Context: an optimization exercise on an open-source flow, tuned for small area and a short achievable clock period. The choices shown serve that exercise and are no tape-out recipe.
At most, simulation tests tie the RTL to the original design; equivalence was not proved.
Only the layout flow was run in run 1; the RTL was not checked for function there.
No activity file was given, so power comes from the tool's default toggle rates.

==> flow/design.v (outline; a module is shown in full before it is edited, if it fits) <==
// module fpm: 2947 lines
// module fadd: 4 lines
// module bsel: 5 lines
// module ao22: 3 lines
// module hadd: 4 lines
module fpm(
    input [32:1] a,
    input [32:1] b,
    input clk,
    input rst,
    input in_valid,
    output [32:1] c,
    output out_valid
    );
  // ...
==> flow/flow/run.sh <==
#!/bin/bash
set -euo pipefail
export BUFFER_PORTS_ARGS="-buffer_cell sky130_fd_sc_hd__buf_2"
bash standard.sh > standard.log 2>&1
==> flow/standard.sh <==
#!/bin/bash
# synth_recipe.tcl (not shown) runs the flow's synth.tcl, then flattens the netlist and writes it again
# the make line also repeats each setting of config.mk as NAME=value (left out here)
make -C /OpenROAD-flow-scripts/flow DESIGN_CONFIG=/design/flow/config.mk WORK_HOME=/design/flow/orfs CLKGATE_MAP_FILE= SYNTH_SCRIPT=/design/flow/synth_recipe.tcl "${@:-finish}"
==> flow/config.mk <==
export PLATFORM = sky130hd
export DESIGN_NAME = fpm
export DESIGN_NICKNAME = fpm
export VERILOG_FILES = /design/flow/design.v
export SDC_FILE = /design/flow/constraint.sdc
export NUM_CORES = 4
export LEC_CHECK = 0
export CAP_MARGIN = 50
export CORE_MARGIN = 2
export CORE_UTILIZATION = 60
export SETUP_SLACK_MARGIN = 2.7
export SLEW_MARGIN = 70
export SYNTH_HIERARCHICAL = 1
export SYNTH_MINIMUM_KEEP_SIZE = 0
export TNS_END_PERCENT = 0
==> flow/constraint.sdc <==
create_clock -name core_clock -period 5.0 [get_ports {clk}]
set_input_delay 1.0000 -clock core_clock [delete_from_list [all_inputs] [get_ports {clk}]]
set_output_delay 1.0000 -clock core_clock [all_outputs]
set_load 0.01 [all_outputs]
==> flow_summary.yaml, run 1 <==
global_route:
  grt-ovfl-total: 0
  grt.met1_usage_pct: 46.4
  grt_start_max_net_pins: 28
synthesis:
  synth_edf_count: 0
  yosys.area_share.simple_pct: 6.26
  ys_types: 66
  synth_cells: 1766
  syn_area_per_cell_sq_um: 11.6
  seq_area_frac_synth_pct: 29.8
  ys_seq_elements: 305
clock_tree:
  clock_sinks: 305
cells_and_area:
  drive_above_1_share_pct: 20.4
  final_area_sq_mm: 0.0251
  regArea_sq_mm: 0.00611
  multi_input_area_sq_mm: 0.0150
  design.seq.count: 305
  final_common_cell: "dfxtp_1"
  fin_nets: 2457
  largestRegisters: "q_c: 32 flops, vld: 3 flops"
  largest_cell_class: "multi-input gates"
run_status:
  status: "timing/DRC/antenna clean"
sta:
  hold_violations: 0
  setup_tns_ns: 0
  layout_setup_ws_ns: 2.19
setup_path:
  crit_chain: "buf_2 -> nand2b_4 -> o21ai_4 -> buf_4 -> a22o_1 -> xor2_1 -> fa_1 -> fa_1"
  rr_worst_depth: 11
  cp.depth: 8
  crit_path_max_fanout: 7
  startpoint: "b[7]"
die:
  dieArea_sq_mm: 0.0356
  start_util_pct: 61.0
  die_w_um: 189
  core_sq_mm: 0.0335
pwr:
  power-top-group: "combinational logic"
  power.switching_mw: 6.97
  p_clk_mw: 2.64
min_path:
  hp-start: "q1_w_S0_8"
drt:
  wl_met1_um: 24000
==> run 2, diff against run 1 <==
--- a/flow/design.v
+++ b/flow/design.v
@@ -1332,189 +1332,167 @@
 wire P1316;
 wire P1317;
 wire P1318;
 wire P1319;
 wire w_sgn;
 wire w_fz;
 wire w_e255;
 wire [8:0] w_S0;
-reg q1_c364;
-reg q1_c366;
-reg q1_c370;
-reg q1_s377;
 reg q1_c376;
 reg q1_s381;
 reg q1_c378;
 reg q1_s383;
+reg q1_c380;
 reg q1_s391;
 reg q1_c384;
 reg q1_s393;
 reg q1_s401;
 reg q1_c394;
 reg q1_s403;
 reg q1_c404;
 reg q1_s413;
 reg q1_s415;
-reg q1_s421;
-reg q1_s423;
-reg q1_c414;
 reg q1_c416;
 reg q1_s425;
-reg q1_s435;
-reg q1_s437;
-reg q1_c426;
+reg q1_s427;
 reg q1_s439;
+reg q1_c428;
+reg q1_s441;
 reg q1_s449;
 reg q1_c440;
 reg q1_s451;
 reg q1_s453;
+reg q1_c442;
 reg q1_c452;
 reg q1_c454;
 reg q1_s467;
 reg q1_s469;
 reg q1_c468;
 reg q1_c470;
 reg q1_s483;
 reg q1_s485;
-reg q1_s495;
-reg q1_s497;
-reg q1_c484;
 reg q1_c486;
 reg q1_s499;
 reg q1_s501;
+reg q1_s503;
 reg q1_s515;
 reg q1_c500;
 reg q1_c502;
 reg q1_s517;
 reg q1_s519;
+reg q1_c504;
 reg q1_s535;
 reg q1_c518;
 reg q1_c520;
 reg q1_s537;
 reg q1_s539;
 reg q1_c538;
 reg q1_c540;
 reg q1_s555;
 reg q1_s557;
 reg q1_s559;
-reg q1_s573;
-reg q1_s575;
-reg q1_c556;
 reg q1_c558;
 reg q1_c560;
 reg q1_s577;
 reg q1_s579;
-reg q1_s595;
-reg q1_s597;
-reg q1_c578;
+reg q1_s581;
 reg q1_c580;
 reg q1_s599;
 reg q1_s601;
+reg q1_c582;
+reg q1_s603;
 reg q1_c600;
 reg q1_c602;
 reg q1_s621;
 reg q1_s623;
 reg q1_s625;
-reg q1_s641;
-reg q1_s643;
-reg q1_c622;
+reg q1_c604;
 reg q1_c624;
 reg q1_c626;
 reg q1_s645;
 reg q1_s647;
-reg q1_s665;
-reg q1_s667;
-reg q1_c646;
+reg q1_s649;
 reg q1_c648;
 reg q1_s669;
 reg q1_s671;
+reg q1_c650;
+reg q1_s673;
 reg q1_c670;
 reg q1_c672;
 reg q1_s691;
 reg q1_s693;
 reg q1_s695;
-reg q1_s709;
-reg q1_s711;
-reg q1_c692;
+reg q1_c674;
 reg q1_c694;
 reg q1_c696;
 reg q1_s713;
 reg q1_s715;
+reg q1_s717;
 reg q1_s733;
 reg q1_c714;
 reg q1_c716;
 reg q1_s735;
 reg q1_s737;
-reg q1_s749;
-reg q1_s751;
-reg q1_c734;
+reg q1_c718;
 reg q1_s753;
 reg q1_c736;
 reg q1_c738;
 reg q1_s755;
-reg q1_s771;
-reg q1_c754;
-reg q1_c756;
+reg q1_s757;
 reg q1_s773;
+reg q1_c758;
 reg q1_s775;
+reg q1_s777;
 reg q1_s789;
 reg q1_c774;
 reg q1_c776;
 reg q1_s791;
 reg q1_s793;
+reg q1_c778;
 reg q1_c792;
 reg q1_c794;
 reg q1_s809;
 reg q1_s811;
 reg q1_c810;
 reg q1_c812;
 reg q1_s825;
 reg q1_s827;
-reg q1_s837;
-reg q1_s839;
-reg q1_c826;
 reg q1_c828;
 reg q1_s841;
+reg q1_s843;
 reg q1_c840;
 reg q1_s853;
 reg q1_c842;
 reg q1_s855;
-reg q1_s863;
-reg q1_s865;
-reg q1_c854;
+reg q1_c844;
 reg q1_c856;
 reg q1_s867;
-reg q1_c866;
-reg q1_s877;
-reg q1_c868;
+reg q1_s869;
 reg q1_s879;
+reg q1_c870;
+reg q1_s881;
 reg q1_s889;
 reg q1_c880;
 reg q1_s891;
+reg q1_c882;
 reg q1_s899;
 reg q1_c892;
 reg q1_s901;
-reg q1_c900;
-reg q1_s907;
-reg q1_s909;
 reg q1_c902;
-reg q1_c908;
-reg q1_c910;
-reg q1_s917;
+reg q1_s911;
+reg q1_c912;
+reg q1_s919;
 reg q1_c918;
 reg q1_s925;
-reg q1_c926;
-reg q1_s931;
-reg q1_o930;
-reg q1_s935;
-reg q1_c932;
-reg q1_s363;
-reg q1_s365;
+reg q1_c920;
 reg q1_s369;
+reg q1_s371;
+reg q1_c372;
+reg q1_s379;
 reg q2_c590;
 reg q2_s611;
 reg q2_c612;
 reg q2_s633;
 reg q2_c634;
 reg q2_s657;
 reg q2_c658;
 reg q2_s681;
@@ -1548,54 +1526,55 @@
 reg q2_s905;
 reg q2_c906;
 reg q2_s913;
 reg q2_c914;
 reg q2_s921;
 reg q2_c922;
 reg q2_s927;
 reg q2_c928;
+reg q1_s933;
 reg q2_s933;
+reg q1_c934;
 reg q2_c934;
+reg q1_s937;
 reg q2_s937;
+reg q1_c938;
 reg q2_c938;
 reg q1_s941;
 reg q2_s941;
 reg q1_c942;
 reg q2_c942;
 reg q1_x943;
 reg q2_x943;
-reg q1_g953;
-reg q1_pp954;
-reg q1_g951;
-reg q1_pp952;
+reg q1_g955;
+reg q1_pp956;
 reg q2_g985;
 reg q2_pp986;
 reg q2_g983;
 reg q2_pp984;
 reg q2_g987;
 reg q2_pp988;
-reg q2_G1057;
-reg q2_P1058;
-reg q2_G1055;
-reg q2_P1056;
+reg q1_G1043;
+reg q1_P1044;
 reg q1_G1089;
 reg q1_P1090;
-reg q2_G1101;
-reg q2_P1102;
-reg q2_G1097;
-reg q2_G1147;
-reg q2_P1148;
-reg q2_G1141;
+reg q2_G1105;
+reg q2_P1106;
+reg q2_G1149;
 reg q2_P1150;
-reg q2_P1142;
+reg q2_G1141;
 reg q2_g975;
 reg q2_pp976;
+reg q2_P1198;
+reg q2_G1055;
+reg q2_P1056;
 reg q2_G1103;
 reg q2_P1104;
+reg q2_P1152;
 reg q1_w_S0_0;
 reg q2_w_S0_0;
 reg q1_w_S0_1;
 reg q2_w_S0_1;
 reg q1_w_S0_2;
 reg q2_w_S0_2;
 reg q1_w_S0_3;
 reg q2_w_S0_3;
@@ -1970,356 +1949,356 @@
 hadd u_s355 (bp62, c352, s355, c356);
 fadd u_s357 (bp9, bp36, bp63, s357, c358);
 hadd u_s359 (c354, c356, s359, c360);
 fadd u_s361 (neg90, bp10, bp37, s361, c362);
 fadd u_s363 (bp64, bp91, c358, s363, c364);
 hadd u_s365 (s361, c360, s365, c366);
 fadd u_s367 (bp11, bp38, bp65, s367, c368);
 fadd u_s369 (bp92, c362, s367, s369, c370);
-hadd u_s371 (q1_c364, q1_c366, s371, c372);
+hadd u_s371 (c364, c366, s371, c372);
 fadd u_s373 (neg119, bp12, bp39, s373, c374);
 fadd u_s375 (bp66, bp93, bp120, s375, c376);
 fadd u_s377 (c368, s373, s375, s377, c378);
-hadd u_s379 (q1_c370, q1_s377, s379, c380);
+hadd u_s379 (c370, s377, s379, c380);
 fadd u_s381 (bp13, bp40, bp67, s381, c382);
 fadd u_s383 (bp94, bp121, c374, s383, c384);
 fadd u_s385 (q1_c376, q1_s381, q1_c378, s385, c386);
-hadd u_s387 (q1_s383, c380, s387, c388);
+hadd u_s387 (q1_s383, q1_c380, s387, c388);
 fadd u_s389 (neg148, bp14, bp41, s389, c390);
 fadd u_s391 (bp68, bp95, bp122, s391, c392);
 fadd u_s393 (bp149, c382, s389, s393, c394);
 fadd u_s395 (q1_s391, q1_c384, q1_s393, s395, c396);
-hadd u_s397 (c386, c388, s397, c398);
+hadd u_s397 (c388, c386, s397, c398);
 fadd u_s399 (bp15, bp42, bp69, s399, c400);
 fadd u_s401 (bp96, bp123, bp150, s401, c402);
 fadd u_s403 (c390, c392, s399, s403, c404);
 fadd u_s405 (q1_s401, q1_c394, q1_s403, s405, c406);
 hadd u_s407 (c396, s405, s407, c408);
 fadd u_s409 (neg177, bp16, bp43, s409, c410);
 fadd u_s411 (bp70, bp97, bp124, s411, c412);
 fadd u_s413 (bp151, bp178, c400, s413, c414);
 fadd u_s415 (c402, s409, s411, s415, c416);
 fadd u_s417 (q1_c404, q1_s413, q1_s415, s417, c418);
 hadd u_s419 (c406, s417, s419, c420);
 fadd u_s421 (bp17, bp44, bp71, s421, c422);
 fadd u_s423 (bp98, bp125, bp152, s423, c424);
 fadd u_s425 (bp179, c410, c412, s425, c426);
-fadd u_s427 (q1_s421, q1_s423, q1_c414, s427, c428);
-fadd u_s429 (q1_c416, q1_s425, c418, s429, c430);
-hadd u_s431 (s427, c420, s431, c432);
+fadd u_s427 (s421, s423, c414, s427, c428);
+fadd u_s429 (q1_c416, q1_s425, q1_s427, s429, c430);
+hadd u_s431 (c418, s429, s431, c432);
 fadd u_s433 (neg206, bp18, bp45, s433, c434);
 fadd u_s435 (bp72, bp99, bp126, s435, c436);
 fadd u_s437 (bp153, bp180, bp207, s437, c438);
 fadd u_s439 (c422, c424, s433, s439, c440);
-fadd u_s441 (q1_s435, q1_s437, q1_c426, s441, c442);
-fadd u_s443 (q1_s439, c428, s441, s443, c444);
-hadd u_s445 (c430, c432, s445, c446);
+fadd u_s441 (s435, s437, c426, s441, c442);
+fadd u_s443 (q1_s439, q1_c428, q1_s441, s443, c444);
+hadd u_s445 (c430, s443, s445, c446);
 fadd u_s447 (bp19, bp46, bp73, s447, c448);
 fadd u_s449 (bp100, bp127, bp154, s449, c450);
 fadd u_s451 (bp181, bp208, c434, s451, c452);
 fadd u_s453 (c436, c438, s447, s453, c454);
 fadd u_s455 (q1_s449, q1_c440, q1_s451, s455, c456);
-fadd u_s457 (q1_s453, c442, s455, s457, c458);
-hadd u_s459 (c444, s457, s459, c460);
+fadd u_s457 (q1_s453, q1_c442, c444, s457, c458);
+hadd u_s459 (s455, c446, s459, c460);
 fadd u_s461 (neg235, bp20, bp47, s461, c462);
 fadd u_s463 (bp74, bp101, bp128, s463, c464);
 fadd u_s465 (bp155, bp182, bp209, s465, c466);
 fadd u_s467 (bp236, c448, c450, s467, c468);
 fadd u_s469 (s461, s463, s465, s469, c470);
 fadd u_s471 (q1_c452, q1_c454, q1_s467, s471, c472);
 fadd u_s473 (q1_s469, c456, s471, s473, c474);
-hadd u_s475 (c458, s473, s475, c476);
+hadd u_s475 (c458, c460, s475, c476);
 fadd u_s477 (bp21, bp48, bp75, s477, c478);
 fadd u_s479 (bp102, bp129, bp156, s479, c480);
 fadd u_s481 (bp183, bp210, bp237, s481, c482);
 fadd u_s483 (c462, c464, c466, s483, c484);
 fadd u_s485 (s477, s479, s481, s485, c486);
 fadd u_s487 (q1_c468, q1_c470, q1_s483, s487, c488);
 fadd u_s489 (q1_s485, c472, s487, s489, c490);
 hadd u_s491 (c474, s489, s491, c492);
 fadd u_s493 (neg264, bp22, bp49, s493, c494);
 fadd u_s495 (bp76, bp103, bp130, s495, c496);
 fadd u_s497 (bp157, bp184, bp211, s497, c498);
 fadd u_s499 (bp238, bp265, c478, s499, c500);
 fadd u_s501 (c480, c482, s493, s501, c502);
-fadd u_s503 (q1_s495, q1_s497, q1_c484, s503, c504);
+fadd u_s503 (s495, s497, c484, s503, c504);
 fadd u_s505 (q1_c486, q1_s499, q1_s501, s505, c506);
-fadd u_s507 (c488, s503, s505, s507, c508);
+fadd u_s507 (q1_s503, c488, s505, s507, c508);
 hadd u_s509 (c490, s507, s509, c510);
 fadd u_s511 (bp23, bp50, bp77, s511, c512);
 fadd u_s513 (bp104, bp131, bp158, s513, c514);
 fadd u_s515 (bp185, bp212, bp239, s515, c516);
 fadd u_s517 (bp266, c494, c496, s517, c518);
 fadd u_s519 (c498, s511, s513, s519, c520);
 fadd u_s521 (q1_s515, q1_c500, q1_c502, s521, c522);
-fadd u_s523 (q1_s517, q1_s519, c504, s523, c524);
-fadd u_s525 (c506, s521, c508, s525, c526);
-hadd u_s527 (s523, c510, s527, c528);
+fadd u_s523 (q1_s517, q1_s519, q1_c504, s523, c524);
+fadd u_s525 (c506, s521, s523, s525, c526);
+hadd u_s527 (c508, s525, s527, c528);
 fadd u_s529 (neg293, bp24, bp51, s529, c530);
 fadd u_s531 (bp78, bp105, bp132, s531, c532);
 fadd u_s533 (bp159, bp186, bp213, s533, c534);
 fadd u_s535 (bp240, bp267, bp294, s535, c536);
 fadd u_s537 (c512, c514, c516, s537, c538);
 fadd u_s539 (s529, s531, s533, s539, c540);
 fadd u_s541 (q1_s535, q1_c518, q1_c520, s541, c542);
 fadd u_s543 (q1_s537, q1_s539, c522, s543, c544);
-fadd u_s545 (s541, c524, s543, s545, c546);
-hadd u_s547 (c526, s545, s547, c548);
+fadd u_s545 (c524, s541, c526, s545, c546);
+hadd u_s547 (s543, c528, s547, c548);
 fadd u_s549 (bp25, bp52, bp79, s549, c550);
 fadd u_s551 (bp106, bp133, bp160, s551, c552);
 fadd u_s553 (bp187, bp214, bp241, s553, c554);
 fadd u_s555 (bp268, bp295, c530, s555, c556);
 fadd u_s557 (c532, c534, c536, s557, c558);
 fadd u_s559 (s549, s551, s553, s559, c560);
 fadd u_s561 (q1_c538, q1_c540, q1_s555, s561, c562);
 fadd u_s563 (q1_s557, q1_s559, c542, s563, c564);
 fadd u_s565 (s561, c544, s563, s565, c566);
 hadd u_s567 (c546, s565, s567, c568);
 fadd u_s569 (neg322, bp26, bp53, s569, c570);
 fadd u_s571 (bp80, bp107, bp134, s571, c572);
 fadd u_s573 (bp161, bp188, bp215, s573, c574);
 fadd u_s575 (bp242, bp269, bp296, s575, c576);
 fadd u_s577 (bp323, c550, c552, s577, c578);
 fadd u_s579 (c554, s569, s571, s579, c580);
-fadd u_s581 (q1_s573, q1_s575, q1_c556, s581, c582);
+fadd u_s581 (s573, s575, c556, s581, c582);
 fadd u_s583 (q1_c558, q1_c560, q1_s577, s583, c584);
-fadd u_s585 (q1_s579, c562, s581, s585, c586);
+fadd u_s585 (q1_s579, q1_s581, c562, s585, c586);
 fadd u_s587 (s583, c564, s585, s587, c588);
 hadd u_s589 (c566, s587, s589, c590);
 fadd u_s591 (bp27, bp54, bp81, s591, c592);
 fadd u_s593 (bp108, bp135, bp162, s593, c594);
 fadd u_s595 (bp189, bp216, bp243, s595, c596);
 fadd u_s597 (bp270, bp297, bp324, s597, c598);
 fadd u_s599 (c570, c572, c574, s599, c600);
 fadd u_s601 (c576, s591, s593, s601, c602);
-fadd u_s603 (q1_s595, q1_s597, q1_c578, s603, c604);
+fadd u_s603 (s595, s597, c578, s603, c604);
 fadd u_s605 (q1_c580, q1_s599, q1_s601, s605, c606);
-fadd u_s607 (c582, c584, s603, s607, c608);
+fadd u_s607 (q1_c582, q1_s603, c584, s607, c608);
 fadd u_s609 (s605, c586, s607, s609, c610);
 hadd u_s611 (c588, s609, s611, c612);
 fadd u_s613 (a[1], bp28, bp55, s613, c614);
 fadd u_s615 (bp82, bp109, bp136, s615, c616);
 fadd u_s617 (bp163, bp190, bp217, s617, c618);
 fadd u_s619 (bp244, bp271, bp298, s619, c620);
 fadd u_s621 (bp325, c592, c594, s621, c622);
 fadd u_s623 (c596, c598, s613, s623, c624);
 fadd u_s625 (s615, s617, s619, s625, c626);
 fadd u_s627 (q1_c600, q1_c602, q1_s621, s627, c628);
-fadd u_s629 (q1_s623, q1_s625, c604, s629, c630);
-fadd u_s631 (c606, s627, c608, s631, c632);
-fadd u_s633 (s629, c610, s631, s633, c634);
+fadd u_s629 (q1_s623, q1_s625, q1_c604, s629, c630);
+fadd u_s631 (c606, s627, s629, s631, c632);
+fadd u_s633 (c608, s631, c610, s633, c634);
 assign x635 = ~(a[2] ^ nn29);
 assign o636 = a[2] | nn29;
 fadd u_s637 (x635, bp56, bp83, s637, c638);
 fadd u_s639 (bp110, bp137, bp164, s639, c640);
 fadd u_s641 (bp191, bp218, bp245, s641, c642);
 fadd u_s643 (bp272, bp299, bp326, s643, c644);
 fadd u_s645 (c614, c616, c618, s645, c646);
 fadd u_s647 (c620, s637, s639, s647, c648);
-fadd u_s649 (q1_s641, q1_s643, q1_c622, s649, c650);
+fadd u_s649 (s641, s643, c622, s649, c650);
 fadd u_s651 (q1_c624, q1_c626, q1_s645, s651, c652);
-fadd u_s653 (q1_s647, c628, s649, s653, c654);
-fadd u_s655 (s651, c630, s653, s655, c656);
-hadd u_s657 (c632, s655, s657, c658);
+fadd u_s653 (q1_s647, q1_s649, c628, s653, c654);
+fadd u_s655 (c630, s651, c632, s655, c656);
+hadd u_s657 (s653, s655, s657, c658);
 assign x659 = ~(a[3] ^ o636);
 assign o660 = a[3] | o636;
 fadd u_s661 (bp57, bp84, bp111, s661, c662);
 fadd u_s663 (bp138, bp165, bp192, s663, c664);
 fadd u_s665 (bp219, bp246, bp273, s665, c666);
 fadd u_s667 (bp300, bp327, x659, s667, c668);
 fadd u_s669 (c638, c640, c642, s669, c670);
 fadd u_s671 (c644, s661, s663, s671, c672);
-fadd u_s673 (q1_s665, q1_s667, q1_c646, s673, c674);
+fadd u_s673 (s665, s667, c646, s673, c674);
 fadd u_s675 (q1_c648, q1_s669, q1_s671, s675, c676);
-fadd u_s677 (c650, c652, s673, s677, c678);
+fadd u_s677 (q1_c650, q1_s673, c652, s677, c678);
 fadd u_s679 (s675, c654, s677, s679, c680);
 hadd u_s681 (c656, s679, s681, c682);
 fadd u_s683 (a[4], nn58, bp85, s683, c684);
 fadd u_s685 (bp112, bp139, bp166, s685, c686);
 fadd u_s687 (bp193, bp220, bp247, s687, c688);
 fadd u_s689 (bp274, bp301, bp328, s689, c690);
 fadd u_s691 (o660, c662, c664, s691, c692);
 fadd u_s693 (c666, c668, s683, s693, c694);
 fadd u_s695 (s685, s687, s689, s695, c696);
 fadd u_s697 (q1_c670, q1_c672, q1_s691, s697, c698);
-fadd u_s699 (q1_s693, q1_s695, c674, s699, c700);
-fadd u_s701 (c676, s697, c678, s701, c702);
-fadd u_s703 (s699, c680, s701, s703, c704);
+fadd u_s699 (q1_s693, q1_s695, q1_c674, s699, c700);
+fadd u_s701 (c676, s697, s699, s701, c702);
+fadd u_s703 (c678, s701, c680, s703, c704);
 assign x705 = ~(a[5] ^ bp86);
 assign o706 = a[5] | bp86;
 fadd u_s707 (bp113, bp140, bp167, s707, c708);
 fadd u_s709 (bp194, bp221, bp248, s709, c710);
 fadd u_s711 (bp275, bp302, bp329, s711, c712);
 fadd u_s713 (x705, c684, c686, s713, c714);
 fadd u_s715 (c688, c690, s707, s715, c716);
-fadd u_s717 (q1_s709, q1_s711, q1_c692, s717, c718);
+fadd u_s717 (s709, s711, c692, s717, c718);
 fadd u_s719 (q1_c694, q1_c696, q1_s713, s719, c720);
-fadd u_s721 (q1_s715, c698, s717, s721, c722);
-fadd u_s723 (s719, c700, s721, s723, c724);
-hadd u_s725 (c702, s723, s725, c726);
+fadd u_s721 (q1_s715, q1_s717, c698, s721, c722);
+fadd u_s723 (c700, s719, c702, s723, c724);
+hadd u_s725 (s721, s723, s725, c726);
 fadd u_s727 (a[6], nn87, bp114, s727, c728);
 fadd u_s729 (bp141, bp168, bp195, s729, c730);
 fadd u_s731 (bp222, bp249, bp276, s731, c732);
 fadd u_s733 (bp303, bp330, o706, s733, c734);
 fadd u_s735 (c708, c710, c712, s735, c736);
 fadd u_s737 (s727, s729, s731, s737, c738);
 fadd u_s739 (q1_s733, q1_c714, q1_c716, s739, c740);
-fadd u_s741 (q1_s735, q1_s737, c718, s741, c742);
-fadd u_s743 (c720, s739, c722, s743, c744);
-fadd u_s745 (s741, c724, s743, s745, c746);
+fadd u_s741 (q1_s735, q1_s737, q1_c718, s741, c742);
+fadd u_s743 (c720, s739, s741, s743, c744);
+fadd u_s745 (c722, s743, c724, s745, c746);
 assign x747 = ~(a[7] ^ bp115);
 assign o748 = a[7] | bp115;
 fadd u_s749 (bp142, bp169, bp196, s749, c750);
 fadd u_s751 (bp223, bp250, bp277, s751, c752);
 fadd u_s753 (bp304, bp331, x747, s753, c754);
 fadd u_s755 (c728, c730, c732, s755, c756);
-fadd u_s757 (q1_s749, q1_s751, q1_c734, s757, c758);
+fadd u_s757 (s749, s751, c734, s757, c758);
 fadd u_s759 (q1_s753, q1_c736, q1_c738, s759, c760);
-fadd u_s761 (q1_s755, c740, s757, s761, c762);
-fadd u_s763 (s759, c742, s761, s763, c764);
-hadd u_s765 (c744, s763, s765, c766);
+fadd u_s761 (q1_s755, q1_s757, c740, s761, c762);
+fadd u_s763 (c742, s759, c744, s763, c764);
+hadd u_s765 (s761, s763, s765, c766);
 fadd u_s767 (a[8], nn116, bp143, s767, c768);
 fadd u_s769 (bp170, bp197, bp224, s769, c770);
 fadd u_s771 (bp251, bp278, bp305, s771, c772);
 fadd u_s773 (bp332, o748, c750, s773, c774);
 fadd u_s775 (c752, s767, s769, s775, c776);
-fadd u_s777 (q1_s771, q1_c754, q1_c756, s777, c778);
-fadd u_s779 (q1_s773, q1_s775, c758, s779, c780);
-fadd u_s781 (c760, s777, c762, s781, c782);
-fadd u_s783 (s779, c764, s781, s783, c784);
+fadd u_s777 (s771, c754, c756, s777, c778);
+fadd u_s779 (q1_s773, q1_c758, q1_s775, s779, c780);
+fadd u_s781 (q1_s777, c760, s779, s781, c782);
+fadd u_s783 (c762, s781, c764, s783, c784);
 assign x785 = ~(a[9] ^ bp144);
 assign o786 = a[9] | bp144;
 fadd u_s787 (bp171, bp198, bp225, s787, c788);
 fadd u_s789 (bp252, bp279, bp306, s789, c790);
 fadd u_s791 (bp333, x785, c768, s791, c792);
 fadd u_s793 (c770, c772, s787, s793, c794);
 fadd u_s795 (q1_s789, q1_c774, q1_c776, s795, c796);
-fadd u_s797 (q1_s791, q1_s793, c778, s797, c798);
-fadd u_s799 (s795, c780, s797, s799, c800);
+fadd u_s797 (q1_s791, q1_s793, q1_c778, s797, c798);
+fadd u_s799 (c780, s795, s797, s799, c800);
 hadd u_s801 (c782, s799, s801, c802);
 fadd u_s803 (a[10], nn145, bp172, s803, c804);
 fadd u_s805 (bp199, bp226, bp253, s805, c806);
 fadd u_s807 (bp280, bp307, bp334, s807, c808);
 fadd u_s809 (o786, c788, c790, s809, c810);
 fadd u_s811 (s803, s805, s807, s811, c812);
 fadd u_s813 (q1_c792, q1_c794, q1_s809, s813, c814);
-fadd u_s815 (q1_s811, c796, s813, s815, c816);
-fadd u_s817 (c798, s815, c800, s817, c818);
+fadd u_s815 (q1_s811, c796, c798, s815, c816);
+fadd u_s817 (s813, c800, s815, s817, c818);
 assign x819 = ~(a[11] ^ bp173);
 assign o820 = a[11] | bp173;
 fadd u_s821 (bp200, bp227, bp254, s821, c822);
 fadd u_s823 (bp281, bp308, bp335, s823, c824);
 fadd u_s825 (x819, c804, c806, s825, c826);
 fadd u_s827 (c808, s821, s823, s827, c828);
 fadd u_s829 (q1_c810, q1_c812, q1_s825, s829, c830);
 fadd u_s831 (q1_s827, c814, s829, s831, c832);
 hadd u_s833 (c816, s831, s833, c834);
 fadd u_s835 (a[12], nn174, bp201, s835, c836);
 fadd u_s837 (bp228, bp255, bp282, s837, c838);
 fadd u_s839 (bp309, bp336, o820, s839, c840);
 fadd u_s841 (c822, c824, s835, s841, c842);
-fadd u_s843 (q1_s837, q1_s839, q1_c826, s843, c844);
-fadd u_s845 (q1_c828, q1_s841, c830, s845, c846);
-fadd u_s847 (s843, c832, s845, s847, c848);
+fadd u_s843 (s837, s839, c826, s843, c844);
+fadd u_s845 (q1_c828, q1_s841, q1_s843, s845, c846);
+fadd u_s847 (c830, s845, c832, s847, c848);
 assign x849 = ~(a[13] ^ bp202);
 assign o850 = a[13] | bp202;
 fadd u_s851 (bp229, bp256, bp283, s851, c852);
 fadd u_s853 (bp310, bp337, x849, s853, c854);
 fadd u_s855 (c836, c838, s851, s855, c856);
 fadd u_s857 (q1_c840, q1_s853, q1_c842, s857, c858);
-fadd u_s859 (q1_s855, c844, s857, s859, c860);
-hadd u_s861 (c846, s859, s861, c862);
+fadd u_s859 (q1_s855, q1_c844, c846, s859, c860);
+hadd u_s861 (s857, s859, s861, c862);
 fadd u_s863 (a[14], nn203, bp230, s863, c864);
 fadd u_s865 (bp257, bp284, bp311, s865, c866);
 fadd u_s867 (bp338, o850, c852, s867, c868);
-fadd u_s869 (q1_s863, q1_s865, q1_c854, s869, c870);
-fadd u_s871 (q1_c856, q1_s867, c858, s871, c872);
-fadd u_s873 (s869, c860, s871, s873, c874);
+fadd u_s869 (s863, s865, c854, s869, c870);
+fadd u_s871 (q1_c856, q1_s867, q1_s869, s871, c872);
+fadd u_s873 (c858, s871, c860, s873, c874);
 assign x875 = ~(a[15] ^ bp231);
 assign o876 = a[15] | bp231;
 fadd u_s877 (bp258, bp285, bp312, s877, c878);
 fadd u_s879 (bp339, x875, c864, s879, c880);
-fadd u_s881 (q1_c866, q1_s877, q1_c868, s881, c882);
-fadd u_s883 (q1_s879, c870, s881, s883, c884);
+fadd u_s881 (c866, s877, c868, s881, c882);
+fadd u_s883 (q1_s879, q1_c870, q1_s881, s883, c884);
 hadd u_s885 (c872, s883, s885, c886);
 fadd u_s887 (a[16], nn232, bp259, s887, c888);
 fadd u_s889 (bp286, bp313, bp340, s889, c890);
 fadd u_s891 (o876, c878, s887, s891, c892);
 fadd u_s893 (q1_s889, q1_c880, q1_s891, s893, c894);
-fadd u_s895 (c882, s893, c884, s895, c896);
+fadd u_s895 (q1_c882, c884, s893, s895, c896);
 assign x897 = ~(a[17] ^ bp260);
 assign o898 = a[17] | bp260;
 fadd u_s899 (bp287, bp314, bp341, s899, c900);
 fadd u_s901 (x897, c888, c890, s901, c902);
 fadd u_s903 (q1_s899, q1_c892, q1_s901, s903, c904);
 hadd u_s905 (c894, s903, s905, c906);
 fadd u_s907 (a[18], nn261, bp288, s907, c908);
 fadd u_s909 (bp315, bp342, o898, s909, c910);
-fadd u_s911 (q1_c900, q1_s907, q1_s909, s911, c912);
-fadd u_s913 (q1_c902, c904, s911, s913, c914);
+fadd u_s911 (c900, s907, s909, s911, c912);
+fadd u_s913 (q1_c902, q1_s911, c904, s913, c914);
 assign x915 = ~(a[19] ^ bp289);
 assign o916 = a[19] | bp289;
 fadd u_s917 (bp316, bp343, x915, s917, c918);
-fadd u_s919 (q1_c908, q1_c910, q1_s917, s919, c920);
-hadd u_s921 (c912, s919, s921, c922);
+fadd u_s919 (c908, c910, s917, s919, c920);
+hadd u_s921 (q1_c912, q1_s919, s921, c922);
 fadd u_s923 (a[20], nn290, bp317, s923, c924);
 fadd u_s925 (bp344, o916, s923, s925, c926);
-fadd u_s927 (q1_c918, q1_s925, c920, s927, c928);
+fadd u_s927 (q1_c918, q1_s925, q1_c920, s927, c928);
 assign x929 = ~(a[21] ^ bp318);
 assign o930 = a[21] | bp318;
 fadd u_s931 (bp345, x929, c924, s931, c932);
-hadd u_s933 (q1_c926, q1_s931, s933, c934);
+hadd u_s933 (c926, s931, s933, c934);
 fadd u_s935 (a[22], nn319, bp346, s935, c936);
-fadd u_s937 (q1_o930, q1_s935, q1_c932, s937, c938);
+fadd u_s937 (o930, s935, c932, s937, c938);
 assign x939 = ~(a[23] ^ bp347);
 assign o940 = a[23] | bp347;
 hadd u_s941 (x939, c936, s941, c942);
 assign x943 = ~(nn348 ^ o940);
 assign o944 = nn348 | o940;
 assign g945 = bp4 & neg3;
 assign pp946 = bp4 ^ neg3;
 assign g947 = bp33 & s349;
 assign pp948 = bp33 ^ s349;
 assign g949 = c350 & s351;
 assign pp950 = c350 ^ s351;
 assign g951 = s353 & s355;
 assign pp952 = s353 ^ s355;
 assign g953 = s357 & s359;
 assign pp954 = s357 ^ s359;
-assign g955 = q1_s363 & q1_s365;
-assign pp956 = q1_s363 ^ q1_s365;
-assign g957 = q1_s369 & s371;
-assign pp958 = q1_s369 ^ s371;
-assign g959 = c372 & s379;
-assign pp960 = c372 ^ s379;
+assign g955 = s363 & s365;
+assign pp956 = s363 ^ s365;
+assign g957 = q1_s369 & q1_s371;
+assign pp958 = q1_s369 ^ q1_s371;
+assign g959 = q1_c372 & q1_s379;
+assign pp960 = q1_c372 ^ q1_s379;
 assign g961 = s385 & s387;
 assign pp962 = s385 ^ s387;
 assign g963 = s395 & s397;
 assign pp964 = s395 ^ s397;
 assign g965 = c398 & s407;
 assign pp966 = c398 ^ s407;
 assign g967 = c408 & s419;
 assign pp968 = c408 ^ s419;
-assign g969 = s429 & s431;
-assign pp970 = s429 ^ s431;
-assign g971 = s443 & s445;
-assign pp972 = s443 ^ s445;
-assign g973 = c446 & s459;
-assign pp974 = c446 ^ s459;
-assign g975 = c460 & s475;
-assign pp976 = c460 ^ s475;
+assign g969 = c420 & s431;
+assign pp970 = c420 ^ s431;
+assign g971 = c432 & s445;
+assign pp972 = c432 ^ s445;
+assign g973 = s457 & s459;
+assign pp974 = s457 ^ s459;
+assign g975 = s473 & s475;
+assign pp976 = s473 ^ s475;
 assign g977 = c476 & s491;
 assign pp978 = c476 ^ s491;
 assign g979 = c492 & s509;
 assign pp980 = c492 ^ s509;
-assign g981 = s525 & s527;
-assign pp982 = s525 ^ s527;
-assign g983 = c528 & s547;
-assign pp984 = c528 ^ s547;
+assign g981 = c510 & s527;
+assign pp982 = c510 ^ s527;
+assign g983 = s545 & s547;
+assign pp984 = s545 ^ s547;
 assign g985 = c548 & s567;
 assign pp986 = c548 ^ s567;
 assign g987 = c568 & s589;
 assign pp988 = c568 ^ s589;
 assign g989 = q2_c590 & q2_s611;
 assign pp990 = q2_c590 ^ q2_s611;
 assign g991 = q2_c612 & q2_s633;
 assign pp992 = q2_c612 ^ q2_s633;
@@ -2368,20 +2347,20 @@
 assign g1035 = q2_c938 & q2_s941;
 assign pp1036 = q2_c938 ^ q2_s941;
 assign g1037 = q2_c942 & q2_x943;
 assign pp1038 = q2_c942 ^ q2_x943;
 assign G1039 = 1'b0 | (bp5 & g945);
 assign P1040 = bp5 & pp946;
 assign G1041 = g949 | (pp950 & g947);
 assign P1042 = pp950 & pp948;
-assign G1043 = q1_g953 | (q1_pp954 & q1_g951);
-assign P1044 = q1_pp954 & q1_pp952;
-assign G1045 = g957 | (pp958 & g955);
-assign P1046 = pp958 & pp956;
+assign G1043 = g953 | (pp954 & g951);
+assign P1044 = pp954 & pp952;
+assign G1045 = g957 | (pp958 & q1_g955);
+assign P1046 = pp958 & q1_pp956;
 assign G1047 = g961 | (pp962 & g959);
 assign P1048 = pp962 & pp960;
 assign G1049 = g965 | (pp966 & g963);
 assign P1050 = pp966 & pp964;
 assign G1051 = g969 | (pp970 & g967);
 assign P1052 = pp970 & pp968;
 assign G1053 = g973 | (pp974 & g971);
 assign P1054 = pp974 & pp972;
@@ -2416,32 +2395,32 @@
 assign G1083 = g1033 | (pp1034 & g1031);
 assign P1084 = pp1034 & pp1032;
 assign G1085 = g1037 | (pp1038 & g1035);
 assign P1086 = pp1038 & pp1036;
 assign G1087 = g947 | (pp948 & G1039);
 assign P1088 = pp948 & P1040;
 assign G1089 = G1041 | (P1042 & G1039);
 assign P1090 = P1042 & P1040;
-assign G1091 = g955 | (pp956 & G1043);
-assign P1092 = pp956 & P1044;
-assign G1093 = G1045 | (P1046 & G1043);
-assign P1094 = P1046 & P1044;
+assign G1091 = q1_g955 | (q1_pp956 & q1_G1043);
+assign P1092 = q1_pp956 & q1_P1044;
+assign G1093 = G1045 | (P1046 & q1_G1043);
+assign P1094 = P1046 & q1_P1044;
 assign G1095 = g963 | (pp964 & G1047);
 assign P1096 = pp964 & P1048;
 assign G1097 = G1049 | (P1050 & G1047);
 assign P1098 = P1050 & P1048;
 assign G1099 = g971 | (pp972 & G1051);
 assign P1100 = pp972 & P1052;
 assign G1101 = G1053 | (P1054 & G1051);
 assign P1102 = P1054 & P1052;
 assign G1103 = g979 | (pp980 & G1055);
 assign P1104 = pp980 & P1056;
-assign G1105 = q2_G1057 | (q2_P1058 & q2_G1055);
-assign P1106 = q2_P1058 & q2_P1056;
+assign G1105 = G1057 | (P1058 & G1055);
+assign P1106 = P1058 & P1056;
 assign G1107 = q2_g987 | (q2_pp988 & G1059);
 assign P1108 = q2_pp988 & P1060;
 assign G1109 = G1061 | (P1062 & G1059);
 assign P1110 = P1062 & P1060;
 assign G1111 = g995 | (pp996 & G1063);
 assign P1112 = pp996 & P1064;
 assign G1113 = G1065 | (P1066 & G1063);
 assign P1114 = P1066 & P1064;
@@ -2460,40 +2439,40 @@
 assign G1127 = g1027 | (pp1028 & G1079);
 assign P1128 = pp1028 & P1080;
 assign G1129 = G1081 | (P1082 & G1079);
 assign P1130 = P1082 & P1080;
 assign G1131 = g1035 | (pp1036 & G1083);
 assign P1132 = pp1036 & P1084;
 assign G1133 = G1085 | (P1086 & G1083);
 assign P1134 = P1086 & P1084;
-assign G1135 = q1_g951 | (q1_pp952 & q1_G1089);
+assign G1135 = g951 | (pp952 & G1089);
 assign P1136 = pp952 & P1090;
-assign G1137 = G1043 | (P1044 & q1_G1089);
-assign P1138 = P1044 & q1_P1090;
+assign G1137 = q1_G1043 | (q1_P1044 & q1_G1089);
+assign P1138 = P1044 & P1090;
 assign G1139 = G1091 | (P1092 & q1_G1089);
 assign P1140 = P1092 & q1_P1090;
 assign G1141 = G1093 | (P1094 & q1_G1089);
 assign P1142 = P1094 & q1_P1090;
 assign G1143 = g967 | (pp968 & G1097);
 assign P1144 = pp968 & P1098;
 assign G1145 = G1051 | (P1052 & G1097);
 assign P1146 = P1052 & P1098;
 assign G1147 = G1099 | (P1100 & G1097);
 assign P1148 = P1100 & P1098;
-assign G1149 = q2_G1101 | (q2_P1102 & q2_G1097);
+assign G1149 = G1101 | (P1102 & G1097);
 assign P1150 = P1102 & P1098;
-assign G1151 = q2_g983 | (q2_pp984 & G1105);
-assign P1152 = q2_pp984 & P1106;
-assign G1153 = G1059 | (P1060 & G1105);
-assign P1154 = P1060 & P1106;
-assign G1155 = G1107 | (P1108 & G1105);
-assign P1156 = P1108 & P1106;
-assign G1157 = G1109 | (P1110 & G1105);
-assign P1158 = P1110 & P1106;
+assign G1151 = q2_g983 | (q2_pp984 & q2_G1105);
+assign P1152 = pp984 & P1106;
+assign G1153 = G1059 | (P1060 & q2_G1105);
+assign P1154 = P1060 & q2_P1106;
+assign G1155 = G1107 | (P1108 & q2_G1105);
+assign P1156 = P1108 & q2_P1106;
+assign G1157 = G1109 | (P1110 & q2_G1105);
+assign P1158 = P1110 & q2_P1106;
 assign G1159 = g999 | (pp1000 & G1113);
 assign P1160 = pp1000 & P1114;
 assign G1161 = G1067 | (P1068 & G1113);
 assign P1162 = P1068 & P1114;
 assign G1163 = G1115 | (P1116 & G1113);
 assign P1164 = P1116 & P1114;
 assign G1165 = G1117 | (P1118 & G1113);
 assign P1166 = P1118 & P1114;
@@ -2520,20 +2499,20 @@
 assign G1187 = G1095 | (P1096 & G1141);
 assign P1188 = P1096 & P1142;
 assign G1189 = G1097 | (P1098 & G1141);
 assign P1190 = P1098 & P1142;
 assign G1191 = G1143 | (P1144 & G1141);
 assign P1192 = P1144 & P1142;
 assign G1193 = G1145 | (P1146 & G1141);
 assign P1194 = P1146 & P1142;
-assign G1195 = q2_G1147 | (q2_P1148 & q2_G1141);
+assign G1195 = G1147 | (P1148 & G1141);
 assign P1196 = P1148 & P1142;
-assign G1197 = G1149 | (q2_P1150 & q2_G1141);
-assign P1198 = q2_P1150 & q2_P1142;
+assign G1197 = q2_G1149 | (q2_P1150 & q2_G1141);
+assign P1198 = P1150 & P1142;
 assign G1199 = g991 | (pp992 & G1157);
 assign P1200 = pp992 & P1158;
 assign G1201 = G1063 | (P1064 & G1157);
 assign P1202 = P1064 & P1158;
 assign G1203 = G1111 | (P1112 & G1157);
 assign P1204 = P1112 & P1158;
 assign G1205 = G1113 | (P1114 & G1157);
 assign P1206 = P1114 & P1158;
@@ -2557,47 +2536,47 @@
 assign P1224 = P1176 & P1174;
 assign G1225 = G1177 | (P1178 & G1173);
 assign P1226 = P1178 & P1174;
 assign G1227 = G1179 | (P1180 & G1173);
 assign P1228 = P1180 & P1174;
 assign G1229 = G1181 | (P1182 & G1173);
 assign P1230 = P1182 & P1174;
 assign G1231 = q2_g975 | (q2_pp976 & G1197);
-assign P1232 = q2_pp976 & P1198;
+assign P1232 = q2_pp976 & q2_P1198;
 assign G1233 = q2_G1055 | (q2_P1056 & G1197);
-assign P1234 = q2_P1056 & P1198;
+assign P1234 = q2_P1056 & q2_P1198;
 assign G1235 = q2_G1103 | (q2_P1104 & G1197);
-assign P1236 = q2_P1104 & P1198;
-assign G1237 = G1105 | (P1106 & G1197);
-assign P1238 = P1106 & P1198;
-assign G1239 = G1151 | (P1152 & G1197);
-assign P1240 = P1152 & P1198;
+assign P1236 = q2_P1104 & q2_P1198;
+assign G1237 = q2_G1105 | (q2_P1106 & G1197);
+assign P1238 = q2_P1106 & q2_P1198;
+assign G1239 = G1151 | (q2_P1152 & G1197);
+assign P1240 = q2_P1152 & q2_P1198;
 assign G1241 = G1153 | (P1154 & G1197);
-assign P1242 = P1154 & P1198;
+assign P1242 = P1154 & q2_P1198;
 assign G1243 = G1155 | (P1156 & G1197);
-assign P1244 = P1156 & P1198;
+assign P1244 = P1156 & q2_P1198;
 assign G1245 = G1157 | (P1158 & G1197);
-assign P1246 = P1158 & P1198;
+assign P1246 = P1158 & q2_P1198;
 assign G1247 = G1199 | (P1200 & G1197);
-assign P1248 = P1200 & P1198;
+assign P1248 = P1200 & q2_P1198;
 assign G1249 = G1201 | (P1202 & G1197);
-assign P1250 = P1202 & P1198;
+assign P1250 = P1202 & q2_P1198;
 assign G1251 = G1203 | (P1204 & G1197);
-assign P1252 = P1204 & P1198;
+assign P1252 = P1204 & q2_P1198;
 assign G1253 = G1205 | (P1206 & G1197);
-assign P1254 = P1206 & P1198;
+assign P1254 = P1206 & q2_P1198;
 assign G1255 = G1207 | (P1208 & G1197);
-assign P1256 = P1208 & P1198;
+assign P1256 = P1208 & q2_P1198;
 assign G1257 = G1209 | (P1210 & G1197);
-assign P1258 = P1210 & P1198;
+assign P1258 = P1210 & q2_P1198;
 assign G1259 = G1211 | (P1212 & G1197);
-assign P1260 = P1212 & P1198;
+assign P1260 = P1212 & q2_P1198;
 assign G1261 = G1213 | (P1214 & G1197);
-assign P1262 = P1214 & P1198;
+assign P1262 = P1214 & q2_P1198;
 assign G1263 = g1007 | (pp1008 & G1261);
 assign P1264 = pp1008 & P1262;
 assign G1265 = G1071 | (P1072 & G1261);
 assign P1266 = P1072 & P1262;
 assign G1267 = G1119 | (P1120 & G1261);
 assign P1268 = P1120 & P1262;
 assign G1269 = G1121 | (P1122 & G1261);
 assign P1270 = P1122 & P1262;
@@ -2658,189 +2637,167 @@
 wire [8:0] o_E1 = o_S0 + 9'd1;
 wire [7:0] o_x0 = (q2_w_e255 | o_S0[8]) ? 8'hff : o_S0[7:0];
 wire [7:0] o_x1 = (q2_w_e255 | o_E1[8]) ? 8'hff : o_E1[7:0];
 wire [22:0] o_F = P1319 ? {P1318, P1317, P1316, P1315, P1314, P1313, P1312, P1311, P1310, P1309, P1308, P1307, P1306, P1305, P1304, P1303, P1302, P1301, P1300, P1299, P1298, P1297, P1296} : {P1317, P1316, P1315, P1314, P1313, P1312, P1311, P1310, P1309, P1308, P1307, P1306, P1305, P1304, P1303, P1302, P1301, P1300, P1299, P1298, P1297, P1296, P1295};
 wire [22:0] o_frac = q2_w_fz ? 23'd0 : q2_w_e255 ? (P1319 ? 23'h001000 : 23'h002000) : o_F;
 wire [7:0] o_exp = (q2_w_fz & ~q2_w_e255) ? 8'h00 : (P1319 ? o_x1 : o_x0);
 wire [31:0] o_c = {q2_w_sgn, o_exp, o_frac};
 always @(posedge clk) begin
-    q1_c364 <= c364;
-    q1_c366 <= c366;
-    q1_c370 <= c370;
-    q1_s377 <= s377;
     q1_c376 <= c376;
     q1_s381 <= s381;
     q1_c378 <= c378;
     q1_s383 <= s383;
+    q1_c380 <= c380;
     q1_s391 <= s391;
     q1_c384 <= c384;
     q1_s393 <= s393;
     q1_s401 <= s401;
     q1_c394 <= c394;
     q1_s403 <= s403;
     q1_c404 <= c404;
     q1_s413 <= s413;
     q1_s415 <= s415;
-    q1_s421 <= s421;
-    q1_s423 <= s423;
-    q1_c414 <= c414;
     q1_c416 <= c416;
     q1_s425 <= s425;
-    q1_s435 <= s435;
-    q1_s437 <= s437;
-    q1_c426 <= c426;
+    q1_s427 <= s427;
     q1_s439 <= s439;
+    q1_c428 <= c428;
+    q1_s441 <= s441;
     q1_s449 <= s449;
     q1_c440 <= c440;
     q1_s451 <= s451;
     q1_s453 <= s453;
+    q1_c442 <= c442;
     q1_c452 <= c452;
     q1_c454 <= c454;
     q1_s467 <= s467;
     q1_s469 <= s469;
     q1_c468 <= c468;
     q1_c470 <= c470;
     q1_s483 <= s483;
     q1_s485 <= s485;
-    q1_s495 <= s495;
-    q1_s497 <= s497;
-    q1_c484 <= c484;
     q1_c486 <= c486;
     q1_s499 <= s499;
     q1_s501 <= s501;
+    q1_s503 <= s503;
     q1_s515 <= s515;
     q1_c500 <= c500;
     q1_c502 <= c502;
     q1_s517 <= s517;
     q1_s519 <= s519;
+    q1_c504 <= c504;
     q1_s535 <= s535;
     q1_c518 <= c518;
     q1_c520 <= c520;
     q1_s537 <= s537;
     q1_s539 <= s539;
     q1_c538 <= c538;
     q1_c540 <= c540;
     q1_s555 <= s555;
     q1_s557 <= s557;
     q1_s559 <= s559;
-    q1_s573 <= s573;
-    q1_s575 <= s575;
-    q1_c556 <= c556;
     q1_c558 <= c558;
     q1_c560 <= c560;
     q1_s577 <= s577;
     q1_s579 <= s579;
-    q1_s595 <= s595;
-    q1_s597 <= s597;
-    q1_c578 <= c578;
+    q1_s581 <= s581;
     q1_c580 <= c580;
     q1_s599 <= s599;
     q1_s601 <= s601;
+    q1_c582 <= c582;
+    q1_s603 <= s603;
     q1_c600 <= c600;
     q1_c602 <= c602;
     q1_s621 <= s621;
     q1_s623 <= s623;
     q1_s625 <= s625;
-    q1_s641 <= s641;
-    q1_s643 <= s643;
-    q1_c622 <= c622;
+    q1_c604 <= c604;
     q1_c624 <= c624;
     q1_c626 <= c626;
     q1_s645 <= s645;
     q1_s647 <= s647;
-    q1_s665 <= s665;
-    q1_s667 <= s667;
-    q1_c646 <= c646;
+    q1_s649 <= s649;
     q1_c648 <= c648;
     q1_s669 <= s669;
     q1_s671 <= s671;
+    q1_c650 <= c650;
+    q1_s673 <= s673;
     q1_c670 <= c670;
     q1_c672 <= c672;
     q1_s691 <= s691;
     q1_s693 <= s693;
     q1_s695 <= s695;
-    q1_s709 <= s709;
-    q1_s711 <= s711;
-    q1_c692 <= c692;
+    q1_c674 <= c674;
     q1_c694 <= c694;
     q1_c696 <= c696;
     q1_s713 <= s713;
     q1_s715 <= s715;
+    q1_s717 <= s717;
     q1_s733 <= s733;
     q1_c714 <= c714;
     q1_c716 <= c716;
     q1_s735 <= s735;
     q1_s737 <= s737;
-    q1_s749 <= s749;
-    q1_s751 <= s751;
-    q1_c734 <= c734;
+    q1_c718 <= c718;
     q1_s753 <= s753;
     q1_c736 <= c736;
     q1_c738 <= c738;
     q1_s755 <= s755;
-    q1_s771 <= s771;
-    q1_c754 <= c754;
-    q1_c756 <= c756;
+    q1_s757 <= s757;
     q1_s773 <= s773;
+    q1_c758 <= c758;
     q1_s775 <= s775;
+    q1_s777 <= s777;
     q1_s789 <= s789;
     q1_c774 <= c774;
     q1_c776 <= c776;
     q1_s791 <= s791;
     q1_s793 <= s793;
+    q1_c778 <= c778;
     q1_c792 <= c792;
     q1_c794 <= c794;
     q1_s809 <= s809;
     q1_s811 <= s811;
     q1_c810 <= c810;
     q1_c812 <= c812;
     q1_s825 <= s825;
     q1_s827 <= s827;
-    q1_s837 <= s837;
-    q1_s839 <= s839;
-    q1_c826 <= c826;
     q1_c828 <= c828;
     q1_s841 <= s841;
+    q1_s843 <= s843;
     q1_c840 <= c840;
     q1_s853 <= s853;
     q1_c842 <= c842;
     q1_s855 <= s855;
-    q1_s863 <= s863;
-    q1_s865 <= s865;
-    q1_c854 <= c854;
+    q1_c844 <= c844;
     q1_c856 <= c856;
     q1_s867 <= s867;
-    q1_c866 <= c866;
-    q1_s877 <= s877;
-    q1_c868 <= c868;
+    q1_s869 <= s869;
     q1_s879 <= s879;
+    q1_c870 <= c870;
+    q1_s881 <= s881;
     q1_s889 <= s889;
     q1_c880 <= c880;
     q1_s891 <= s891;
+    q1_c882 <= c882;
     q1_s899 <= s899;
     q1_c892 <= c892;
     q1_s901 <= s901;
-    q1_c900 <= c900;
-    q1_s907 <= s907;
-    q1_s909 <= s909;
     q1_c902 <= c902;
-    q1_c908 <= c908;
-    q1_c910 <= c910;
-    q1_s917 <= s917;
+    q1_s911 <= s911;
+    q1_c912 <= c912;
+    q1_s919 <= s919;
     q1_c918 <= c918;
     q1_s925 <= s925;
-    q1_c926 <= c926;
-    q1_s931 <= s931;
-    q1_o930 <= o930;
-    q1_s935 <= s935;
-    q1_c932 <= c932;
-    q1_s363 <= s363;
-    q1_s365 <= s365;
+    q1_c920 <= c920;
     q1_s369 <= s369;
+    q1_s371 <= s371;
+    q1_c372 <= c372;
+    q1_s379 <= s379;
     q2_c590 <= c590;
     q2_s611 <= s611;
     q2_c612 <= c612;
     q2_s633 <= s633;
     q2_c634 <= c634;
     q2_s657 <= s657;
     q2_c658 <= c658;
     q2_s681 <= s681;
@@ -2874,54 +2831,55 @@
     q2_s905 <= s905;
     q2_c906 <= c906;
     q2_s913 <= s913;
     q2_c914 <= c914;
     q2_s921 <= s921;
     q2_c922 <= c922;
     q2_s927 <= s927;
     q2_c928 <= c928;
-    q2_s933 <= s933;
-    q2_c934 <= c934;
-    q2_s937 <= s937;
-    q2_c938 <= c938;
+    q1_s933 <= s933;
+    q2_s933 <= q1_s933;
+    q1_c934 <= c934;
+    q2_c934 <= q1_c934;
+    q1_s937 <= s937;
+    q2_s937 <= q1_s937;
+    q1_c938 <= c938;
+    q2_c938 <= q1_c938;
     q1_s941 <= s941;
     q2_s941 <= q1_s941;
     q1_c942 <= c942;
     q2_c942 <= q1_c942;
     q1_x943 <= x943;
     q2_x943 <= q1_x943;
-    q1_g953 <= g953;
-    q1_pp954 <= pp954;
-    q1_g951 <= g951;
-    q1_pp952 <= pp952;
+    q1_g955 <= g955;
+    q1_pp956 <= pp956;
     q2_g985 <= g985;
     q2_pp986 <= pp986;
     q2_g983 <= g983;
     q2_pp984 <= pp984;
     q2_g987 <= g987;
     q2_pp988 <= pp988;
-    q2_G1057 <= G1057;
-    q2_P1058 <= P1058;
-    q2_G1055 <= G1055;
-    q2_P1056 <= P1056;
+    q1_G1043 <= G1043;
+    q1_P1044 <= P1044;
     q1_G1089 <= G1089;
     q1_P1090 <= P1090;
-    q2_G1101 <= G1101;
-    q2_P1102 <= P1102;
-    q2_G1097 <= G1097;
-    q2_G1147 <= G1147;
-    q2_P1148 <= P1148;
-    q2_G1141 <= G1141;
+    q2_G1105 <= G1105;
+    q2_P1106 <= P1106;
+    q2_G1149 <= G1149;
     q2_P1150 <= P1150;
-    q2_P1142 <= P1142;
+    q2_G1141 <= G1141;
     q2_g975 <= g975;
     q2_pp976 <= pp976;
+    q2_P1198 <= P1198;
+    q2_G1055 <= G1055;
+    q2_P1056 <= P1056;
     q2_G1103 <= G1103;
     q2_P1104 <= P1104;
+    q2_P1152 <= P1152;
     q1_w_S0_0 <= w_S0[0];
     q2_w_S0_0 <= q1_w_S0_0;
     q1_w_S0_1 <= w_S0[1];
     q2_w_S0_1 <= q1_w_S0_1;
     q1_w_S0_2 <= w_S0[2];
     q2_w_S0_2 <= q1_w_S0_2;
     q1_w_S0_3 <= w_S0[3];
     q2_w_S0_3 <= q1_w_S0_3;
==> run 2 against run 1 <==
Net effect: still clean on timing, DRC and antenna; design area shrank 2.6%; fmax grew 1.1%; via count shrank 4.1%; critical endpoint is now q1_c454; largest cell class unchanged.
==> flow_summary.yaml, run 2 <==
place:
  io_buffer_count: 99
  routabilityCongestion: 0.933
  dp_cells: 2291
  dp_hpwl_um: 39800
sta:
  grt_setup_unrepaired: "true"
  finClkSkew_ns: 0.0154
  min_period_over_period_pct: 55.6
  finalSetupViolations: 0
  hold_violations: 0
  setup_tns_ns: 0
  drv_slew: 0
  post-route-min-period_ns: 2.78
  max_freq_mhz: 360
cells_and_area:
  regMostFlops: "q_c"
  fin_cells: 2433
  drive_above_1_share_pct: 22.5
  final_common_cell: "dfxtp_1"
  largest_reg_flops: 32
  area_growth_syn_to_layout_pct: 24.1
  nFillCells: 2248
  fin_nets: 2395
  insertedDiodeCount: 0
  multi_input_area_sq_mm: 0.0147
  regArea_sq_mm: 0.00567
  mostFrequentLayoutCells: "dfxtp_1, xor2_1, a22o_1"
  largestRegisters: "q_c: 32 flops, vld: 3 flops"
pwr:
  power.share.combinational_pct: 56.9
  p_int_mw: 9.11
  switching_share_pct: 40.6
  powerDensity_mw_per_mm2: 627
  p_seq_share_pct: 25.8
  p_leak_nw: 10.7
  worst_ir_drop_vdd_mv: 0.486
  clockPowerShare_pct: 17.3
  power.switching_mw: 6.22
synthesis:
  syn_area_sq_mm: 0.0197
  synth_cells: 1694
  syn_area_per_cell_sq_um: 11.6
  yosys-top-cells-area: "dfxtp_1, fa_1, xor2_1"
  synth_mux_area_share_pct: 0.153
  yosys_warnings: 7
  ys_types: 57
  netlist.area_leader.share_pct: 28.8
  synth_top_family_by_area: "adder cells"
  seq_area_frac_synth_pct: 28.8
  ys_seq_elements: 283
  ys_top_cells_by_count: "xor2_1, dfxtp_1, a22o_1, fa_1, ha_1"
  yosys.area_share.simple_pct: 5.82
  yosys.area.top_type: "dfxtp_1"
  synth_compound_area_share_pct: 16.9
  synth_edf_count: 0
  synth-main-ff-cell: "dfxtp_1"
  synth_fa_ha_area_share_pct: 32.7
  async_reset_ff_share_pct: 0
  synth-xor-area-share_pct: 13.9
  synth.most_common_cell: "xor2_1"
global_route:
  antenna_found_initial: 0
  grt_usage_pct: 34.9
  grt_start_max_net_pins: 28
  grt-ovfl-total: 0
  grt_pass1_wl_um: 89500
  grt_pass1_vias: 15200
min_path:
  min_to: "q2_w_S0_3"
  min_path_type: "reg2reg"
  min_path_cells: 0
  hp-start: "q1_w_S0_3"
die:
  ios: 100
  dieArea_sq_mm: 0.0343
  core_sq_mm: 0.0325
  rows: 66
  die_y_um: 185
  die_w_um: 185
  start_util_pct: 60.7
drt:
  drcViolationCount: 0
  via_per_inst: 6.22
  wl_per_cell_um: 24.3
  drtIter0Drc: 1609
  route.vias.total: 15100
  wl_um: 59200
  firstDrtPassIters: 8
  antenna_left: 0
flow_run:
  cap_violations: 0
clock_tree:
  cts_tree: "done"
  cts-root-buf: "clkbuf_16"
  clkTransAtPathRegs_ns: 0.06
  cts_max_level: 1
  numCtsBuffers: 31
  cts_max_path_buffers: 3
  postCtsHoldBufs: 0
  clock_sinks: 283
  insertion_delay_ns: 0.60
setup_path:
  cp.arrival_ns: 3.22
  crit_required_ns: 5.44
  r2r-start: "q2_s611"
  crit_path_max_fanout: 7
  critPathLaunchType: "input port"
  r2r_slack_ns: 2.23
  critical_path_class: "in2reg"
  rr_endpoint: "q_c[8]"
  endpoint_kind: "flip-flop"
  rr_worst_depth: 10
run_status:
  status: "timing/DRC/antenna clean"
[run 2: cells by family after synthesis]
| family | after synthesis |
|---|---|
| compound gates | 417 |
| fa+ha+maj | 362 |
| xor+xnor | 313 |
| flops | 283 |
| simple gates | 229 |
| buf+inv | 86 |
| mux | 3 |
| other cells | 1 |
[run 2: metal layers]
metal | track usage, % | vias up | part of all wire (%)
met3 | 8.22 | 165 | 9.9
met2 | 54.3 | 885 | 46
met5 | 2.81 | - | 0.21
li1 | - | 6546 | -
met1 | 46.8 | 7533 | 39
met4 | 14.5 | 2 | 4.2
[run 2: worst max path at each step]
stage                  start  endpoint
finish                  b[3]   q1_c454
global route            b[3]   q1_s519
CTS                 q2_G1141   q_c[25]
detailed placement      b[6]   q1_s503
global placement        b[2]   q1_c650
floorplan               b[6]   q1_s379
[run 2: area by class of cell]
class	count	area share, %
repair buffers	237	8.50
multi-input cells	1351	60.1
flip-flops and latches	283	23.2
clock inverters	22	1.46
inverters	62	0.983
well taps	442	2.26
clock buffers	36	3.46
[run 2: through the flow]
step | setup slack [ns] | hold WS (ns) | instance area (sq um) | power, mW | util, %
2_1_floorplan | 1.76 | 0.310 | 20400 | 9.33 | -
3_3_place_gp | 1.13 | 0.311 | 21400 | 11.5 | 66.0
3_5_place_dp | 1.18 | 0.312 | 21700 | 11.9 | 66.9
4_1_cts | 2.31 | 0.327 | 24100 | 15.3 | 74.3
5_1_grt | 2.17 | 0.331 | 24400 | 16.7 | 75.3
6_report | 2.22 | 0.327 | 24400 | 15.3 | 75.3
[run 2: power groups by stage]
| stage | logic [mW] | clock network (mW) | registers (mW) |
|---|---|---|---|
| 6_report | 8.72 | 2.65 | 3.96 |
| 5_1_grt | 9.84 | 2.78 | 4.06 |
| 4_1_cts | 8.63 | 2.69 | 3.97 |
| 3_5_place_dp | 7.91 | 0 | 3.98 |
| 3_3_place_gp | 7.56 | 0 | 3.95 |
| 2_1_floorplan | 5.42 | 0 | 3.91 |
[run 2: modules after synthesis (local to each module, per instance)]
module  times used  flip-flops and latches  cell area [sq um]
ao22           264                       0               8.76
bsel           264                       0               8.76
fadd           251                       0               20.0
fpm              1                     283               9610
hadd            34                       0               12.5
[run 2: timing repair]
item | CTS | global route
cloned | 7 | 1
resized for setup | 152 | 32
setup buffers | 65 | 11
pin swaps | 54 | 36
setup endpoints to repair | 201 | 189
[run 2: worst max-delay path, cell delays in order]
cell	delay [ns]
buf_6	0.12
nand2b_4	0.15
o21ai_4	0.22
buf_4	0.16
buf_2	0.15
buf_4	0.13
a22o_1	0.17
xor2_2	0.08
fa_1	0.53
fa_1	0.49
==> run 3, diff against run 2 <==
--- a/flow/config.mk
+++ b/flow/config.mk
@@ -8,7 +8,7 @@
 export CAP_MARGIN = 50
 export CORE_MARGIN = 2
 export CORE_UTILIZATION = 60
-export SETUP_SLACK_MARGIN = 2.7
+export SETUP_SLACK_MARGIN = 3.0
 export SLEW_MARGIN = 70
 export SYNTH_HIERARCHICAL = 1
 export SYNTH_MINIMUM_KEEP_SIZE = 0
==> run 3 against run 2 <==
Net effect: synthesized cell count is the same; global-route usage is the same; die area is the same; worst setup slack is the same; power is the same; sequential power is essentially flat; cell count is the same; via count is the same; non-clock buffer count is the same.
==> flow_summary.yaml, run 3 <==
cells_and_area:
  insertedDiodeCount: 0
  final_common_cell: "dfxtp_1"
  fin_nets: 2395
  largest_reg_flops: 32
  regMostFlops: "q_c"
  postLayoutCoreUtil_pct: 75.3
  largestRegisters: "q_c: 32 flops, vld: 3 flops"
  final_area_sq_mm: 0.0244
  area_growth_syn_to_layout_pct: 24.1
  mostFrequentLayoutCells: "dfxtp_1, xor2_1, a22o_1"
  drive_above_1_share_pct: 22.5
clock_tree:
  cts-root-buf: "clkbuf_16"
  clock_sinks: 283
  postCtsHoldBufs: 0
  cts_tree: "done"
  insertion_delay_ns: 0.60
  cts_max_path_buffers: 3
  cts_max_level: 1
  clkTransAtPathRegs_ns: 0.06
  numCtsBuffers: 31
global_route:
  grt_pass1_wl_um: 89500
  grt_pass1_vias: 15200
  grt-ovfl-total: 0
  antenna_found_initial: 0
  grt_start_max_net_pins: 28
  grt_usage_pct: 34.9
synthesis:
  yosys_warnings: 7
  syn_area_per_cell_sq_um: 11.6
  yosys.area.top_type: "dfxtp_1"
  synth_edf_count: 0
  ys_seq_elements: 283
  syn_area_sq_mm: 0.0197
  synth_mux_area_share_pct: 0.153
  synth_compound_area_share_pct: 16.9
  synth_top_family_by_area: "adder cells"
  ys_types: 57
  yosys.area_share.simple_pct: 5.82
  synth.most_common_cell: "xor2_1"
  ys_top_cells_by_count: "xor2_1, dfxtp_1, a22o_1, fa_1, ha_1"
  netlist.area_leader.share_pct: 28.8
  synth-xor-area-share_pct: 13.9
  seq_area_frac_synth_pct: 28.8
  async_reset_ff_share_pct: 0
  synth_fa_ha_area_share_pct: 32.7
  synth_cells: 1694
  synth-main-ff-cell: "dfxtp_1"
  yosys-top-cells-area: "dfxtp_1, fa_1, xor2_1"
die:
  die_y_um: 185
  dieArea_sq_mm: 0.0343
  rows: 66
  start_util_pct: 60.7
  core_sq_mm: 0.0325
  die_w_um: 185
  ios: 100
min_path:
  min_path_type: "reg2reg"
sta:
  finClkSkew_ns: 0.0154
  max_freq_mhz: 360
  finalSetupViolations: 0
  post-route-min-period_ns: 2.78
  setup_tns_ns: 0
  hold_violations: 0
  min_period_over_period_pct: 55.6
  grt_setup_unrepaired: "true"
  drv_slew: 0
setup_path:
  critPathTopFamily: "adder cells"
  crit_required_ns: 5.44
  critical_path_class: "in2reg"
  critPathSlowestCell: "fa_1"
  cp.arrival_ns: 3.22
  timing.critical_path.buf_inv: 4
  crit_path_max_fanout: 7
  critPathLaunchType: "input port"
  endpoint_kind: "flip-flop"
  crit_chain: "buf_6 -> nand2b_4 -> o21ai_4 -> buf_4 -> buf_2 -> buf_4 -> a22o_1 -> xor2_2 -> fa_1 -> fa_1"
  cpPeakStageDelay_ns: 0.53
drt:
  antenna_left: 0
  wl_um: 59200
  drcViolationCount: 0
  firstDrtPassIters: 8
  route.vias.total: 15100
  wl_per_cell_um: 24.3
  drtIter0Drc: 1609
  via_per_inst: 6.22
place:
  io_buffer_count: 99
  dp_hpwl_um: 39800
  routabilityCongestion: 0.933
  postPlaceCellArea_sq_mm: 0.0217
pwr:
  p_total_mw: 15.3
  powerDensity_mw_per_mm2: 627
  worst_ir_drop_vdd_mv: 0.486
  p_leak_nw: 10.7
run_status:
  status: "timing/DRC/antenna clean"
flow_run:
  cap_violations: 0
-- run 3: cell counts after synthesis --
No cell type changed its count.
-- run 3: worst paths after layout --
check / from / endpoint / slack, ns / cells past startpoint
max: b[3] / q1_c454 / 2.22 / 10
min: q1_w_S0_3 / q2_w_S0_3 / 0.33 / 0
max reg2reg: q2_s611 / q_c[8] / 2.23 / 10
min reg2reg: q1_w_S0_3 / q2_w_S0_3 / 0.33 / 0
-- run 3: cell families (layout without fill, tap and decap cells) --
group / Yosys count / in the layout
AOI/OAI and AO/OA: 417 / 417
adders and majority gates: 362 / 362
xor gates and xnor gates: 313 / 313
DFF: 283 / 283
and+or+nand+nor: 229 / 233
buffers and inverters: 86 / 357
muxes: 3 / 3
other: 1 / 23
-- run 3: per-module statistics from Yosys (local to each module, per instance) --
| module | cells inside | flops+latches |
|---|---|---|
| fpm | 881 | 283 |
| fadd | 1 | 0 |
| ao22 | 1 | 0 |
| hadd | 1 | 0 |
| bsel | 1 | 0 |
-- run 3: report_power, final --
group	total [mW]	leakage, nW	internal [mW]	switching, mW
sequential	3.96	2.38	3.46	0.504
combinational	8.72	7.68	4.02	4.70
clock	2.65	0.585	1.64	1.01
-- run 3: cell type report --
class	instances	area [sq um]
fillers	2248	8030
clock inverters	22	358
well taps	442	553
repair buffers	237	2080
inverters	62	240
clock buffers	36	845
multi-input cells	1351	14700
flip-flops and latches	283	5670
-- run 3: metal layers --
layer | routed length, um | track usage, %
met5 | 124 | 2.81
met3 | 5850 | 8.22
met2 | 27400 | 54.3
met1 | 23400 | 46.8
met4 | 2490 | 14.5
-- run 3: timing repair --
item                                    CTS  global route
pin swaps                                54            36
setup buffers                            65            11
hold endpoints to repair                  0             0
endpoints found under the setup margin  260           259
resized for setup                       152            32
cloned                                    7             1
-- run 3: through the flow --
step           instances  hold slack (ns)  setup slack [ns]
6_report            2433            0.327              2.22
5_1_grt             2433            0.331              2.17
4_1_cts             2421            0.327              2.31
3_5_place_dp        2291            0.312              1.18
3_3_place_gp        2268            0.311              1.13
2_1_floorplan       1716            0.310              1.76

Setup slack of run 3, layout unchanged: 2.220 ns with ideal ports, 2.143 ns with driving cells assumed (clock clkbuf_16, inputs buf_2), 1.496 ns with port delays also shifted by the 0.647 ns mid clock arrival.
